Background: an optimization exercise with open tools, aiming at small area, a short achievable clock period and few clock cycles per item. Do not read the settings as production practice. In this exercise RTL edits were held to simulation tests only and were not proved equivalent to the original.

==> flow/design.v <==
`timescale 1ns / 1ps
package ascon_pkg;
    typedef logic [0:4][63:0] t_state_array;
    typedef logic [0:11][7:0] t_constant_addition;
    typedef logic [0:31][7:0] t_substitution;
    /*verilator lint_off UNUSEDPARAM*/
    localparam t_constant_addition C_LUT_ADDITION = {
        8'hF0,
        8'hE1,
        8'hD2,
        8'hC3,
        8'hB4,
        8'hA5,
        8'h96,
        8'h87,
        8'h78,
        8'h69,
        8'h5A,
        8'h4B
    };
    localparam t_substitution C_LUT_SBOX = {
        8'h04,
        8'h0B,
        8'h1F,
        8'h14,
        8'h1A,
        8'h15,
        8'h09,
        8'h02,
        8'h1B,
        8'h05,
        8'h08,
        8'h12,
        8'h1D,
        8'h03,
        8'h06,
        8'h1C,
        8'h1E,
        8'h13,
        8'h07,
        8'h0E,
        8'h00,
        8'h0D,
        8'h11,
        8'h18,
        8'h10,
        8'h0C,
        8'h01,
        8'h19,
        8'h16,
        8'h0A,
        8'h0F,
        8'h17
    };
    /*verilator lint_on UNUSEDPARAM*/
endpackage : ascon_pkg
`timescale 1ns / 1ps
module ascon_fsm (
    input  logic                clock,                        
    input  logic                reset_n,                      
    input  logic                i_sys_enable,                 
    input  logic                i_start,                      
    input  logic                i_data_valid,                 
    input  logic unsigned [3:0] i_round_count,                
    input  logic unsigned [1:0] i_block_count,                
    output logic                o_valid_cipher,               
    output logic                o_done,                       
    output logic                o_mux_select,                 
    output logic                o_enable_xor_data_begin,      
    output logic                o_enable_xor_key_begin,       
    output logic                o_enable_xor_key_end,         
    output logic                o_enable_xor_lsb_end,         
    output logic                o_enable_state_reg,           
    output logic                o_enable_cipher_reg,          
    output logic                o_enable_tag_reg,             
    output logic                o_enable_round_counter,       
    output logic                o_reset_round_counter_to_6,   
    output logic                o_reset_round_counter_to_0,   
    output logic                o_enable_block_counter,       
    output logic                o_reset_block_counter,        
    output logic                o_ready                       
);
    typedef enum logic unsigned [4:0] {
        STATE_IDLE,                      
        STATE_CONFIGURATION,             
        STATE_START_INITIALIZATION,      
        STATE_PROCESS_INITIALIZATION,    
        STATE_END_INITIALIZATION,        
        STATE_IDLE_ASSOCIATED_DATA,      
        STATE_START_ASSOCIATED_DATA,     
        STATE_PROCESS_ASSOCIATED_DATA,   
        STATE_END_ASSOCIATED_DATA,       
        STATE_IDLE_PLAIN_TEXT,           
        STATE_START_PLAIN_TEXT,          
        STATE_PROCESS_PLAIN_TEXT,        
        STATE_END_PLAIN_TEXT,            
        STATE_IDLE_FINALIZATION,         
        STATE_START_FINALIZATION,        
        STATE_PROCESS_FINALIZATION,      
        STATE_END_FINALIZATION           
    } type_state_e;
    logic next_o_valid_cipher;               
    logic next_o_done;                       
    logic next_o_mux_select;                 
    logic next_o_enable_xor_data_begin;      
    logic next_o_enable_xor_key_begin;       
    logic next_o_enable_xor_key_end;         
    logic next_o_enable_xor_lsb_end;         
    logic next_o_enable_state_reg;           
    logic next_o_enable_cipher_reg;          
    logic next_o_enable_tag_reg;             
    logic next_o_enable_round_counter;       
    logic next_o_reset_round_counter_to_6;   
    logic next_o_reset_round_counter_to_0;   
    logic next_o_enable_block_counter;       
    logic next_o_reset_block_counter;        
    type_state_e
        current_state,   
        next_state;      
    always_ff @(posedge clock or negedge reset_n) begin
        if (!reset_n) begin
            current_state <= STATE_IDLE;
        end
        else if (i_sys_enable) begin
            current_state <= next_state;
        end
        else begin
            current_state <= STATE_IDLE;
        end
    end
    assign o_ready = (current_state == STATE_IDLE_ASSOCIATED_DATA) || (current_state == STATE_IDLE_PLAIN_TEXT) ||
        (current_state == STATE_IDLE_FINALIZATION);
    always_comb begin
        next_state = STATE_IDLE;
        unique case (current_state)
            STATE_IDLE: begin
                if (i_start) begin
                    next_state = STATE_CONFIGURATION;
                end
            end
            STATE_CONFIGURATION: begin
                next_state = STATE_START_INITIALIZATION;
            end
            STATE_START_INITIALIZATION: begin
                next_state = STATE_PROCESS_INITIALIZATION;
            end
            STATE_PROCESS_INITIALIZATION: begin
                if (i_round_count >= 4'h9) begin
                    next_state = STATE_END_INITIALIZATION;
                end
                else begin
                    next_state = STATE_PROCESS_INITIALIZATION;
                end
            end
            STATE_END_INITIALIZATION: begin
                next_state = STATE_IDLE_ASSOCIATED_DATA;
            end
            STATE_IDLE_ASSOCIATED_DATA: begin
                if (i_data_valid) begin
                    next_state = STATE_START_ASSOCIATED_DATA;
                end
                else begin
                    next_state = STATE_IDLE_ASSOCIATED_DATA;
                end
            end
            STATE_START_ASSOCIATED_DATA: begin
                next_state = STATE_PROCESS_ASSOCIATED_DATA;
            end
            STATE_PROCESS_ASSOCIATED_DATA: begin
                if (i_round_count >= 4'h9) begin
                    next_state = STATE_END_ASSOCIATED_DATA;
                end
                else begin
                    next_state = STATE_PROCESS_ASSOCIATED_DATA;
                end
            end
            STATE_END_ASSOCIATED_DATA: begin
                next_state = STATE_IDLE_PLAIN_TEXT;
            end
            STATE_IDLE_PLAIN_TEXT: begin
                if (i_data_valid) begin
                    next_state = STATE_START_PLAIN_TEXT;
                end
                else begin
                    next_state = STATE_IDLE_PLAIN_TEXT;
                end
            end
            STATE_START_PLAIN_TEXT: begin
                next_state = STATE_PROCESS_PLAIN_TEXT;
            end
            STATE_PROCESS_PLAIN_TEXT: begin
                if (i_round_count >= 4'h9) begin
                    next_state = STATE_END_PLAIN_TEXT;
                end
                else begin
                    next_state = STATE_PROCESS_PLAIN_TEXT;
                end
            end
            STATE_END_PLAIN_TEXT: begin
                if (i_block_count >= 2'b11) begin
                    next_state = STATE_IDLE_FINALIZATION;
                end
                else begin
                    next_state = STATE_IDLE_PLAIN_TEXT;
                end
            end
            STATE_IDLE_FINALIZATION: begin
                if (i_data_valid) begin
                    next_state = STATE_START_FINALIZATION;
                end
                else begin
                    next_state = STATE_IDLE_FINALIZATION;
                end
            end
            STATE_START_FINALIZATION: begin
                next_state = STATE_PROCESS_FINALIZATION;
            end
            STATE_PROCESS_FINALIZATION: begin
                if (i_round_count >= 4'h9) begin
                    next_state = STATE_END_FINALIZATION;
                end
                else begin
                    next_state = STATE_PROCESS_FINALIZATION;
                end
            end
            STATE_END_FINALIZATION: begin
                next_state = STATE_IDLE;
            end
            /*verilator coverage_off*/
            default: begin
                next_state = STATE_IDLE;
            end
            /*verilator coverage_on*/
        endcase
    end
    always_comb begin
        next_o_valid_cipher             = 0;
        next_o_done                     = 0;
        next_o_mux_select               = 1;
        next_o_enable_xor_data_begin    = 0;
        next_o_enable_xor_key_begin     = 0;
        next_o_enable_xor_key_end       = 0;
        next_o_enable_xor_lsb_end       = 0;
        next_o_enable_state_reg         = 1;
        next_o_enable_cipher_reg        = 0;
        next_o_enable_tag_reg           = 0;
        next_o_enable_round_counter     = 0;
        next_o_reset_round_counter_to_6 = 0;
        next_o_reset_round_counter_to_0 = 0;
        next_o_enable_block_counter     = 0;
        next_o_reset_block_counter      = 0;
        unique case (current_state)
            STATE_IDLE: begin
                next_o_enable_state_reg = 0;
            end
            STATE_CONFIGURATION: begin
                next_o_enable_state_reg         = 0;
                next_o_mux_select               = 0;
                next_o_reset_round_counter_to_0 = 1;
            end
            STATE_START_INITIALIZATION: begin
                next_o_mux_select           = 0;
                next_o_enable_round_counter = 1;
            end
            STATE_PROCESS_INITIALIZATION: begin
                next_o_enable_round_counter = 1;
            end
            STATE_END_INITIALIZATION: begin
                next_o_enable_xor_key_end = 1;
            end
            STATE_IDLE_ASSOCIATED_DATA: begin
                next_o_enable_state_reg         = 0;
                next_o_reset_round_counter_to_6 = 1;
            end
            STATE_START_ASSOCIATED_DATA: begin
                next_o_enable_round_counter  = 1;
                next_o_enable_xor_data_begin = 1;
            end
            STATE_PROCESS_ASSOCIATED_DATA: begin
                next_o_enable_round_counter = 1;
            end
            STATE_END_ASSOCIATED_DATA: begin
                next_o_enable_xor_lsb_end  = 1;
                next_o_reset_block_counter = 1;
            end
            STATE_IDLE_PLAIN_TEXT: begin
                next_o_enable_state_reg         = 0;
                next_o_reset_round_counter_to_6 = 1;
            end
            STATE_START_PLAIN_TEXT: begin
                next_o_enable_round_counter  = 1;
                next_o_enable_xor_data_begin = 1;
                next_o_enable_block_counter  = 1;
                next_o_enable_cipher_reg     = 1;
                next_o_valid_cipher          = 1;
            end
            STATE_PROCESS_PLAIN_TEXT: begin
                next_o_enable_round_counter = 1;
            end
            STATE_END_PLAIN_TEXT: begin
                next_o_enable_round_counter = 1;
            end
            STATE_IDLE_FINALIZATION: begin
                next_o_enable_round_counter     = 1;
                next_o_enable_state_reg         = 0;
                next_o_reset_round_counter_to_0 = 1;
            end
            STATE_START_FINALIZATION: begin
                next_o_enable_round_counter  = 1;
                next_o_enable_xor_data_begin = 1;
                next_o_enable_xor_key_begin  = 1;
                next_o_enable_cipher_reg     = 1;
                next_o_valid_cipher          = 1;
            end
            STATE_PROCESS_FINALIZATION: begin
                next_o_enable_round_counter = 1;
            end
            STATE_END_FINALIZATION: begin
                next_o_enable_xor_key_end = 1;
                next_o_enable_tag_reg     = 1;
                next_o_done               = 1;
            end
            /*verilator coverage_off*/
            default: begin
                next_o_valid_cipher             = 0;
                next_o_done                     = 0;
                next_o_mux_select               = 1;
                next_o_enable_xor_data_begin    = 0;
                next_o_enable_xor_key_begin     = 0;
                next_o_enable_xor_key_end       = 0;
                next_o_enable_xor_lsb_end       = 0;
                next_o_enable_state_reg         = 1;
                next_o_enable_cipher_reg        = 0;
                next_o_enable_tag_reg           = 0;
                next_o_enable_round_counter     = 0;
                next_o_reset_round_counter_to_6 = 0;
                next_o_reset_round_counter_to_0 = 0;
                next_o_enable_block_counter     = 0;
                next_o_reset_block_counter      = 0;
            end
            /*verilator coverage_on*/
        endcase
    end
    always_ff @(posedge clock or negedge reset_n) begin
        if (!reset_n) begin
            o_valid_cipher             <= 0;
            o_done                     <= 0;
            o_mux_select               <= 1;
            o_enable_xor_data_begin    <= 0;
            o_enable_xor_key_begin     <= 0;
            o_enable_xor_key_end       <= 0;
            o_enable_xor_lsb_end       <= 0;
            o_enable_state_reg         <= 0;
            o_enable_cipher_reg        <= 0;
            o_enable_tag_reg           <= 0;
            o_enable_round_counter     <= 0;
            o_reset_round_counter_to_6 <= 0;
            o_reset_round_counter_to_0 <= 0;
            o_enable_block_counter     <= 0;
            o_reset_block_counter      <= 0;
        end
        else if (i_sys_enable) begin
            o_valid_cipher             <= next_o_valid_cipher;
            o_done                     <= next_o_done;
            o_mux_select               <= next_o_mux_select;
            o_enable_xor_data_begin    <= next_o_enable_xor_data_begin;
            o_enable_xor_key_begin     <= next_o_enable_xor_key_begin;
            o_enable_xor_key_end       <= next_o_enable_xor_key_end;
            o_enable_xor_lsb_end       <= next_o_enable_xor_lsb_end;
            o_enable_state_reg         <= next_o_enable_state_reg;
            o_enable_cipher_reg        <= next_o_enable_cipher_reg;
            o_enable_tag_reg           <= next_o_enable_tag_reg;
            o_enable_round_counter     <= next_o_enable_round_counter;
            o_reset_round_counter_to_6 <= next_o_reset_round_counter_to_6;
            o_reset_round_counter_to_0 <= next_o_reset_round_counter_to_0;
            o_enable_block_counter     <= next_o_enable_block_counter;
            o_reset_block_counter      <= next_o_reset_block_counter;
        end
        else begin
            o_valid_cipher             <= 0;
            o_done                     <= 0;
            o_mux_select               <= 1;
            o_enable_xor_data_begin    <= 0;
            o_enable_xor_key_begin     <= 0;
            o_enable_xor_key_end       <= 0;
            o_enable_xor_lsb_end       <= 0;
            o_enable_state_reg         <= 0;
            o_enable_cipher_reg        <= 0;
            o_enable_tag_reg           <= 0;
            o_enable_round_counter     <= 0;
            o_reset_round_counter_to_6 <= 0;
            o_reset_round_counter_to_0 <= 0;
            o_enable_block_counter     <= 0;
            o_reset_block_counter      <= 0;
        end
    end
endmodule
`timescale 1ns / 1ps
module xor_begin
(
    input  logic         [319:0]         i_state,             
    input  logic         [ 63:0] i_data,              
    input  logic         [127:0] i_key,               
    input  logic                 i_enable_xor_key,    
    input  logic                 i_enable_xor_data,   
    output logic         [319:0]         o_state              
);
    assign o_state[319:256] = i_enable_xor_data ? (i_state[319:256] ^ i_data) : i_state[319:256];
    assign o_state[255:192] = i_enable_xor_key ? (i_state[255:192] ^ i_key[127:64]) : i_state[255:192];
    assign o_state[191:128] = i_enable_xor_key ? (i_state[191:128] ^ i_key[63:0]) : i_state[191:128];
    assign o_state[127:64] = i_state[127:64];
    assign o_state[63:0] = i_state[63:0];
endmodule
`timescale 1ns / 1ps
module xor_end
(
    input  logic         [319:0]         i_state,            
    input  logic         [127:0] i_key,              
    input  logic                 i_enable_xor_key,   
    input  logic                 i_enable_xor_lsb,   
    output logic         [319:0]         o_state             
);
    logic [63:0] state_part_4_xored_with_lsb;   
    assign state_part_4_xored_with_lsb = {i_state[63:1], i_state[0] ^ i_enable_xor_lsb};
    assign o_state[319:256] = i_state[319:256];
    assign o_state[255:192] = i_state[255:192];
    assign o_state[191:128] = i_state[191:128];
    assign o_state[127:64] = i_enable_xor_key ? (i_state[127:64] ^ i_key[127:64]) : i_state[127:64];
    assign
        o_state[63:0] = i_enable_xor_key ? (state_part_4_xored_with_lsb ^ i_key[63:0]) : state_part_4_xored_with_lsb;
endmodule
`timescale 1ns / 1ps
module addition_layer
(
    input  logic         [3:0] i_round,   
    input  logic         [319:0]       i_state,   
    output logic         [319:0]       o_state    
);
    assign o_state[319:256] = i_state[319:256];
    assign o_state[255:192] = i_state[255:192];
    logic [7:0] s_round_constant;   
    always_comb begin
        case (i_round)
            4'd0 : s_round_constant = 8'hF0;
            4'd1 : s_round_constant = 8'hE1;
            4'd2 : s_round_constant = 8'hD2;
            4'd3 : s_round_constant = 8'hC3;
            4'd4 : s_round_constant = 8'hB4;
            4'd5 : s_round_constant = 8'hA5;
            4'd6 : s_round_constant = 8'h96;
            4'd7 : s_round_constant = 8'h87;
            4'd8 : s_round_constant = 8'h78;
            4'd9 : s_round_constant = 8'h69;
            4'd10: s_round_constant = 8'h5A;
            4'd11: s_round_constant = 8'h4B;
            default: s_round_constant = 8'h00;
        endcase
    end
    assign o_state[191:128] = i_state[191:128] ^ {56'h00000000000000, s_round_constant};
    assign o_state[127:64] = i_state[127:64];
    assign o_state[63:0] = i_state[63:0];
endmodule
`timescale 1ns / 1ps
module sbox
(
    input  logic unsigned [4:0] i_data,   
    output logic          [4:0] o_data    
);
    always_comb begin
        case (i_data)
            5'd0 : o_data = 5'h04;
            5'd1 : o_data = 5'h0B;
            5'd2 : o_data = 5'h1F;
            5'd3 : o_data = 5'h14;
            5'd4 : o_data = 5'h1A;
            5'd5 : o_data = 5'h15;
            5'd6 : o_data = 5'h09;
            5'd7 : o_data = 5'h02;
            5'd8 : o_data = 5'h1B;
            5'd9 : o_data = 5'h05;
            5'd10: o_data = 5'h08;
            5'd11: o_data = 5'h12;
            5'd12: o_data = 5'h1D;
            5'd13: o_data = 5'h03;
            5'd14: o_data = 5'h06;
            5'd15: o_data = 5'h1C;
            5'd16: o_data = 5'h1E;
            5'd17: o_data = 5'h13;
            5'd18: o_data = 5'h07;
            5'd19: o_data = 5'h0E;
            5'd20: o_data = 5'h00;
            5'd21: o_data = 5'h0D;
            5'd22: o_data = 5'h11;
            5'd23: o_data = 5'h18;
            5'd24: o_data = 5'h10;
            5'd25: o_data = 5'h0C;
            5'd26: o_data = 5'h01;
            5'd27: o_data = 5'h19;
            5'd28: o_data = 5'h16;
            5'd29: o_data = 5'h0A;
            5'd30: o_data = 5'h0F;
            5'd31: o_data = 5'h17;
            default: o_data = 5'h00;
        endcase
    end
endmodule
`timescale 1ns / 1ps
module substitution_layer
#(
    parameter int G_NUM_SBOXES = 64   
) (
    input  logic         [319:0] i_state,   
    output logic         [319:0] o_state    
);
    for (genvar i = 0; i < G_NUM_SBOXES; i = i + 1) begin : g_sbox
        sbox sbox_i (
            .i_data({i_state[256+i], i_state[192+i], i_state[128+i], i_state[64+i], i_state[0+i]}),
            .o_data({o_state[256+i], o_state[192+i], o_state[128+i], o_state[64+i], o_state[0+i]})
        );
    end
endmodule
`timescale 1ns / 1ps
module diffusion_layer
(
    input  logic         [319:0] i_state,   
    output logic         [319:0] o_state    
);
    assign o_state[319:256] = i_state[319:256] ^ {i_state[274:256], i_state[319:275]} ^ {i_state[283:256], i_state[319:284]};
    assign o_state[255:192] = i_state[255:192] ^ {i_state[252:192], i_state[255:253]} ^ {i_state[230:192], i_state[255:231]};
    assign o_state[191:128] = i_state[191:128] ^ {i_state[128], i_state[191:129]} ^ {i_state[133:128], i_state[191:134]};
    assign o_state[127:64] = i_state[127:64] ^ {i_state[73:64], i_state[127:74]} ^ {i_state[80:64], i_state[127:81]};
    assign o_state[63:0] = i_state[63:0] ^ {i_state[6:0], i_state[63:7]} ^ {i_state[40:0], i_state[63:41]};
endmodule
 `timescale 1ns / 1ps
module permutation
(
    input  logic                 clock,                     
    input  logic                 reset_n,                   
    input  logic                 i_sys_enable,              
    input  logic                 i_mux_select,              
    input  logic                 i_enable_xor_key_begin,    
    input  logic                 i_enable_xor_data_begin,   
    input  logic                 i_enable_xor_key_end,      
    input  logic                 i_enable_xor_lsb_end,      
    input  logic                 i_enable_cipher_reg,       
    input  logic                 i_enable_tag_reg,          
    input  logic                 i_enable_state_reg,        
    input  logic         [319:0]         i_state,                   
    input  logic         [  3:0] i_round,                   
    input  logic         [ 63:0] i_data,                    
    input  logic         [127:0] i_key,                     
    output logic         [319:0]         o_state,                   
    output logic         [ 63:0] o_cipher,                  
    output logic         [127:0] o_tag                      
);
    logic         [319:0]
        state_mux_output,                    
        state_xor_begin_output,              
        state_adder_output,                  
        state_substitution_layer_output,     
        state_diffusion_output,              
        state_xor_end_output,                
        state_output_reg;                    
    logic [ 63:0] o_cipher_reg;              
    logic [127:0] o_tag_reg;                 
    assign state_mux_output = (i_mux_select == 1'b0) ? i_state : state_output_reg;
    xor_begin xor_begin_1 (
        .i_state          (state_mux_output),
        .i_data           (i_data),
        .i_key            (i_key),
        .i_enable_xor_key (i_enable_xor_key_begin),
        .i_enable_xor_data(i_enable_xor_data_begin),
        .o_state          (state_xor_begin_output)
    );
    addition_layer addition_layer_1 (
        .i_round(i_round),
        .i_state(state_xor_begin_output),
        .o_state(state_adder_output)
    );
    substitution_layer #(
        .G_NUM_SBOXES(64)
    ) substitution_layer_1 (
        .i_state(state_adder_output),
        .o_state(state_substitution_layer_output)
    );
    diffusion_layer diffusion_layer_1 (
        .i_state(state_substitution_layer_output),
        .o_state(state_diffusion_output)
    );
    xor_end xor_end_1 (
        .i_state         (state_diffusion_output),
        .i_key           (i_key),
        .i_enable_xor_key(i_enable_xor_key_end),
        .i_enable_xor_lsb(i_enable_xor_lsb_end),
        .o_state         (state_xor_end_output)
    );
    always_ff @(posedge clock or negedge reset_n) begin
        if (!reset_n) begin
            state_output_reg <= '0;
            o_cipher_reg     <= 0;
            o_tag_reg        <= 0;
        end
        else if (i_sys_enable) begin
            if (i_enable_state_reg) begin
                state_output_reg <= state_xor_end_output;
            end
            if (i_enable_cipher_reg) begin
                o_cipher_reg <= state_xor_begin_output[319:256];
            end
            if (i_enable_tag_reg) begin
                o_tag_reg <= {state_xor_end_output[127:64], state_xor_end_output[63:0]};
            end
        end
        else begin
            state_output_reg <= '0;
            o_cipher_reg     <= 0;
            o_tag_reg        <= 0;
        end
    end
    assign o_state  = state_output_reg;
    assign o_cipher = o_cipher_reg;
    assign o_tag    = o_tag_reg;
endmodule
`timescale 1ns / 1ps
module ascon
(
    input  logic         clock,            
    input  logic         reset_n,          
    input  logic         i_sys_enable,     
    input  logic         i_start,          
    input  logic         i_data_valid,     
    input  logic [ 63:0] i_data,           
    input  logic [127:0] i_key,            
    input  logic [127:0] i_nonce,          
    output logic [ 63:0] o_cipher,         
    output logic [127:0] o_tag,            
    output logic         o_valid_cipher,   
    output logic         o_done,           
    output logic         o_ready           
);
    logic
        s_mux_select,                       
        s_enable_xor_data_begin,            
        s_enable_xor_key_begin,             
        s_enable_xor_key_end,               
        s_enable_xor_lsb_end,               
        s_enable_state_reg,                 
        s_enable_cipher_reg,                
        s_enable_tag_reg,                   
        s_enable_round_counter,             
        s_reset_round_counter_to_6,         
        s_reset_round_counter_to_0,         
        s_enable_block_counter,             
        s_reset_block_counter,              
        s_valid_cipher,                     
        reg_valid_cipher,                   
        s_done,                             
        reg_done;                           
    logic         [319:0]       o_state;            
    logic         [3:0] reg_round_counter;  
    logic         [1:0] reg_block_counter;  
    ascon_fsm ascon_fsm_inst (
        .clock                     (clock),
        .reset_n                   (reset_n),
        .i_sys_enable              (i_sys_enable),
        .i_start                   (i_start),
        .i_data_valid              (i_data_valid),
        .i_round_count             (reg_round_counter),
        .i_block_count             (reg_block_counter),
        .o_valid_cipher            (s_valid_cipher),
        .o_done                    (s_done),
        .o_mux_select              (s_mux_select),
        .o_enable_xor_data_begin   (s_enable_xor_data_begin),
        .o_enable_xor_key_begin    (s_enable_xor_key_begin),
        .o_enable_xor_key_end      (s_enable_xor_key_end),
        .o_enable_xor_lsb_end      (s_enable_xor_lsb_end),
        .o_enable_state_reg        (s_enable_state_reg),
        .o_enable_cipher_reg       (s_enable_cipher_reg),
        .o_enable_tag_reg          (s_enable_tag_reg),
        .o_enable_round_counter    (s_enable_round_counter),
        .o_reset_round_counter_to_6(s_reset_round_counter_to_6),
        .o_reset_round_counter_to_0(s_reset_round_counter_to_0),
        .o_enable_block_counter    (s_enable_block_counter),
        .o_reset_block_counter     (s_reset_block_counter),
        .o_ready                   (o_ready)
    );
    permutation permutation_inst (
        .clock                  (clock),
        .reset_n                (reset_n),
        .i_sys_enable           (i_sys_enable),
        .i_mux_select           (s_mux_select),
        .i_enable_xor_key_begin (s_enable_xor_key_begin),
        .i_enable_xor_data_begin(s_enable_xor_data_begin),
        .i_enable_xor_key_end   (s_enable_xor_key_end),
        .i_enable_xor_lsb_end   (s_enable_xor_lsb_end),
        .i_enable_cipher_reg    (s_enable_cipher_reg),
        .i_enable_tag_reg       (s_enable_tag_reg),
        .i_enable_state_reg     (s_enable_state_reg),
        .i_state                ({i_data, i_key[127:64], i_key[63:0], i_nonce[127:64], i_nonce[63:0]}),
        .i_round                (reg_round_counter),
        .i_data                 (i_data),
        .i_key                  (i_key),
        .o_state                (o_state),
        .o_cipher               (o_cipher),
        .o_tag                  (o_tag)
    );
    always_ff @(posedge clock or negedge reset_n) begin
        if (!reset_n) begin
            reg_round_counter <= 4'b0;
            reg_block_counter <= 2'b0;
            reg_valid_cipher  <= 1'b0;
            reg_done          <= 1'b0;
        end
        else if (i_sys_enable) begin
            reg_valid_cipher <= s_valid_cipher;
            reg_done         <= s_done;
            if (s_reset_round_counter_to_6) begin
                reg_round_counter <= 4'd6;
            end
            else if (s_reset_round_counter_to_0) begin
                reg_round_counter <= 4'b0;
            end
            else if (s_enable_round_counter) begin
                reg_round_counter <= reg_round_counter + 4'b0001;
            end
            if (s_reset_block_counter) begin
                reg_block_counter <= 2'b00;
            end
            else if (s_enable_block_counter) begin
                reg_block_counter <= reg_block_counter + 2'b01;
            end
        end
        else begin
            reg_round_counter <= 4'b0;
            reg_block_counter <= 2'b0;
            reg_valid_cipher  <= 1'b0;
            reg_done          <= 1'b0;
        end
    end
    assign o_valid_cipher = reg_valid_cipher;
    assign o_done         = reg_done;
endmodule
==> flow/run.sh <==
#!/bin/bash
# synth_recipe.tcl (not shown) runs the flow's synth.tcl, then flattens the netlist and writes it again
# the make line also repeats each setting of config.mk as NAME=value (left out here)
make -C /OpenROAD-flow-scripts/flow DESIGN_CONFIG=/design/flow/config.mk WORK_HOME=/design/flow/orfs CLKGATE_MAP_FILE= SYNTH_SCRIPT=/design/flow/synth_recipe.tcl finish
==> flow/config.mk <==
export PLATFORM = sky130hd
export DESIGN_NAME = ascon
export DESIGN_NICKNAME = ascon
export VERILOG_FILES = /design/flow/design.v
export SDC_FILE = /design/flow/constraint.sdc
export NUM_CORES = 4
export LEC_CHECK = 0
export CAP_MARGIN = 20
export CORE_MARGIN = 2
export CORE_UTILIZATION = 40
export SLEW_MARGIN = 20
==> flow/constraint.sdc <==
create_clock -name core_clock -period 10.0 [get_ports {clock}]
set_input_delay 2.0000 -clock core_clock [delete_from_list [all_inputs] [get_ports {clock}]]
set_output_delay 2.0000 -clock core_clock [all_outputs]
set_load 0.01 [all_outputs]
==> results.json <==
{
  "critPathSlowestCell": "dfstp_4",
  "die_h_um": 367,
  "post-cts-setup-buffer-count": 0,
  "cts_hold_buf": 0,
  "cap_violations": 0,
  "min_path_type": "reg -> reg",
  "rr_startpoint": "ascon_fsm_inst.o_mux_select",
  "fin_tns_setup_ps": 0,
  "async_flop_share_pct": 100,
  "final-hold-violation-count": 0,
  "grt-ovfl-total": 0,
  "slew_headroom_pct": 12.7,
  "worst_pin_slew_ps": 1300,
  "gp_congestion": 1.06,
  "insertion_delay_ps": 720,
  "ys.flop_type": "dfrtp_1",
  "ctsResizeCount": 0,
  "reg2reg_slack_ps": 4270,
  "cts_tree": "built",
  "cts.sinks": 537,
  "grt_max_degree": 179,
  "cp-endpoint": "permutation_inst.state_output_reg[46]",
  "cp_data_required_time_ps": 10520,
  "critPathMaxFanout": 116,
  "drc_errors": 0,
  "grt_pass1_wl_mm": 346,
  "synth_top_cell_area_share_pct": 25.4,
  "layout-drive-gt1-share_pct": 6.19,
  "yosysUniqueCellTypes": 72,
  "cp-startpoint": "ascon_fsm_inst.o_mux_select",
  "wl_per_cell_um": 32.0,
  "synthToLayoutAreaGrowth_pct": 17.9,
  "path_cells": "buf_12 > buf_4 > mux2_2 > ha_1 > mux2i_1 > xor2_1 > xnor2_1 > a211oi_1",
  "setup_violations": 0,
  "max_stage_delay_ps": 1230,
  "fp.dieW_um": 367,
  "syn_inst": 5747,
  "grt_setup_unrepaired": "false",
  "synthTopCellsByCount": "694 x mux2i_1, 574 x xnor2_1, 569 x nor2_1",
  "dp_slack_ps": 4460,
  "wl_mm": 253,
  "timing.rr.end": "permutation_inst.state_output_reg[46]",
  "use_met1_pct": 48.8,
  "syn_area_um2": 52800,
  "busiest_layer": "met2",
  "portBuffers": 519,
  "final.setup.worst_slack_ps": 4270,
  "grt_pass1_vias": 43600,
  "synth.avg_cell_area_um2": 9.18,
  "drv_slew": 0,
  "reg2reg_depth": 8,
  "yosysMostFrequentCell": "mux2i_1",
  "drtIter0Drc": 6319,
  "worstPathArrival_ps": 6250,
  "status": "complete, no violations",
  "grt_util_met3_pct": 8.72,
  "nFillCells": 12600,
  "io_pins": 520,
  "cts.clk_slew.worst_paths_ps": 60,
  "core_area_um2": 131000,
  "synth_nets": 6209,
  "routed_via_density": 6.12,
  "cts.htree.levels": 3,
  "ant_nets": 0,
  "hpwl_mm": 197,
  "startpoint_type": "register",
  "cp-end-kind": "register",
  "grt_util_met2_pct": 51.1,
  "yosysTopAreaCell": "dfrtp_1",
  "worstSetupPathType": "reg -> reg",
  "fin_util_pct": 47.5,
  "nets": 6545,
  "synth_warnings": 5,
  "synth.area.top_cells": "dfrtp_1 25%, mux2i_1 13%, xnor2_1 9.5%, xnor3_1 7.0%, nor2_1 4.0%",
  "synth-seq-area-share_pct": 25.5,
  "finalCritPeriodShare_pct": 57.3,
  "antenna_found_initial": 33,
  "synth.ff_latch_count": 537,
  "largest_register_ff_count": 320,
  "fp-row-count": 133,
  "cts-root-buf": "clkbuf_16",
  "synth_edf_count": 0,
  "cts_inserted_buffers": 75,
  "layout_min_cycle_time_ps": 5730,
  "clockBufferDepth": 3,
  "dr.pass1.iters": 6,
  "max_freq_mhz": 174,
  "vias": 48500,
  "dieArea_um2": 135000,
  "grt.total_usage_pct": 36.2,
  "finClkSkew_ps": 44.4,
  "initial_core_util_pct": 40.2
}
cell type report:
class | count | area (um2) | share of cell area [%]
Inverter | 92 | 353 | 0.567
Multi-Input combinational cell | 4757 | 37300 | 60.0
Clock buffer | 98 | 2090 | 3.36
Sequential cell | 537 | 13500 | 21.6
Tap cell | 1755 | 2200 | 3.53
Timing Repair Buffer | 620 | 6120 | 9.83
Antenna cell | 20 | 50.0 | 0.0804
Clock inverter | 38 | 613 | 0.985
worst max-delay path, delay by kind of cell, from the launching register on:
family | cells | cell delay, ps
AO/OA/AOI/OAI | 1 | 190
XOR/XNOR | 2 | 1070
adder cells (fa/ha/maj) | 1 | 380
buffers and inverters | 2 | 1320
flip-flops | 1 | 1230
multiplexers | 2 | 1150
logic make-up after synthesis:
| group | Yosys count | share of synthesized area, % |
|---|---|---|
| adder cells (fa/ha/maj) | 239 | 5.19 |
| flip-flops | 537 | 25.5 |
| XOR/XNOR | 978 | 21.4 |
| AO/OA/AOI/OAI | 1295 | 15.4 |
| AND/OR/NAND/NOR | 1463 | 13.4 |
| multiplexers | 782 | 15.1 |
| buffers and inverters | 453 | 4.03 |
worst min-delay path by stage:
| stage | cells past startpoint | from | endpoint | slack (ps) |
|---|---|---|---|---|
| after floorplan | 2 | permutation_inst.state_output_reg[0] | permutation_inst.state_output_reg[0] | 480 |
| after global placement | 1 | permutation_inst.o_tag_reg[117] | permutation_inst.o_tag_reg[117] | 470 |
| after detailed placement | 1 | permutation_inst.o_tag_reg[125] | permutation_inst.o_tag_reg[125] | 470 |
| after CTS | 1 | permutation_inst.o_tag_reg[125] | permutation_inst.o_tag_reg[125] | 480 |
| after global routing | 1 | permutation_inst.o_tag_reg[71] | permutation_inst.o_tag_reg[71] | 490 |
| final | 1 | permutation_inst.o_tag_reg[125] | permutation_inst.o_tag_reg[125] | 480 |
stage by stage:
step	instances	instance area, um2	hold slack [ps]
6_report	7917	62200	476
4_1_cts	7897	62100	479
5_1_grt	7911	62200	495
2_1_floorplan	5747	52800	480
3_3_place_gp	7760	59400	466
3_5_place_dp	7761	59400	468
cells in the final DEF, fill, tap and decap left out, types with 85 or more instances in the layout:
| cell | instances |
|---|---|
| inv_1 | 85 |
| and3b_1 | 91 |
| nor2b_1 | 159 |
| ha_1 | 137 |
| o21ai_0 | 296 |
| nand3b_1 | 88 |
| maj3_1 | 100 |
| a211oi_1 | 249 |
| xor2_1 | 205 |
| nor2_1 | 569 |
| xnor3_1 | 165 |
| a21oi_1 | 332 |
| clkdlybuf4s50_1 | 517 |
| dfrtp_1 | 530 |
| o21a_1 | 91 |
| xnor2_1 | 568 |
| mux2i_1 | 676 |
| buf_4 | 89 |
| nand2_1 | 370 |
layer usage:
metal	up-vias	wire length, um
met1	23900	103000
met2	2831	103000
met5	-	160
met3	600	27300
met4	22	19900
li1	21100	-
Testbench counts, summed over its fixed seeds: cycles 10,760, messages 192.

## static timing again, ports no longer ideal
The results above use ideal ports. As a check the final layout listed here was re-extracted and re-timed, cells and wires unchanged.
Step 1 (the two cells are an assumption about what drives the block):
set clk [get_ports {clock}]
set_driving_cell -lib_cell sky130_fd_sc_hd__clkbuf_16 $clk
set_driving_cell -lib_cell sky130_fd_sc_hd__buf_2 [delete_from_list [all_inputs] $clk]
Step 2, shift: input delay + t, output delay - t, t = (earliest + latest rising clock arrival at the registers) / 2. This alone moves slack from input paths to output paths.
Three values: no drivers, after step 1, after step 2; two values: the first two.
t, ns: 0.776
slack for setup (ns): 4.267 / 4.267 / 4.166
hold WS [ns]: 0.476 / 0.476 / 0.476
After both steps setup and hold are still met in this run. The setup slack of this run moves by 0.000 ns with the drivers and by -0.101 ns with both steps.
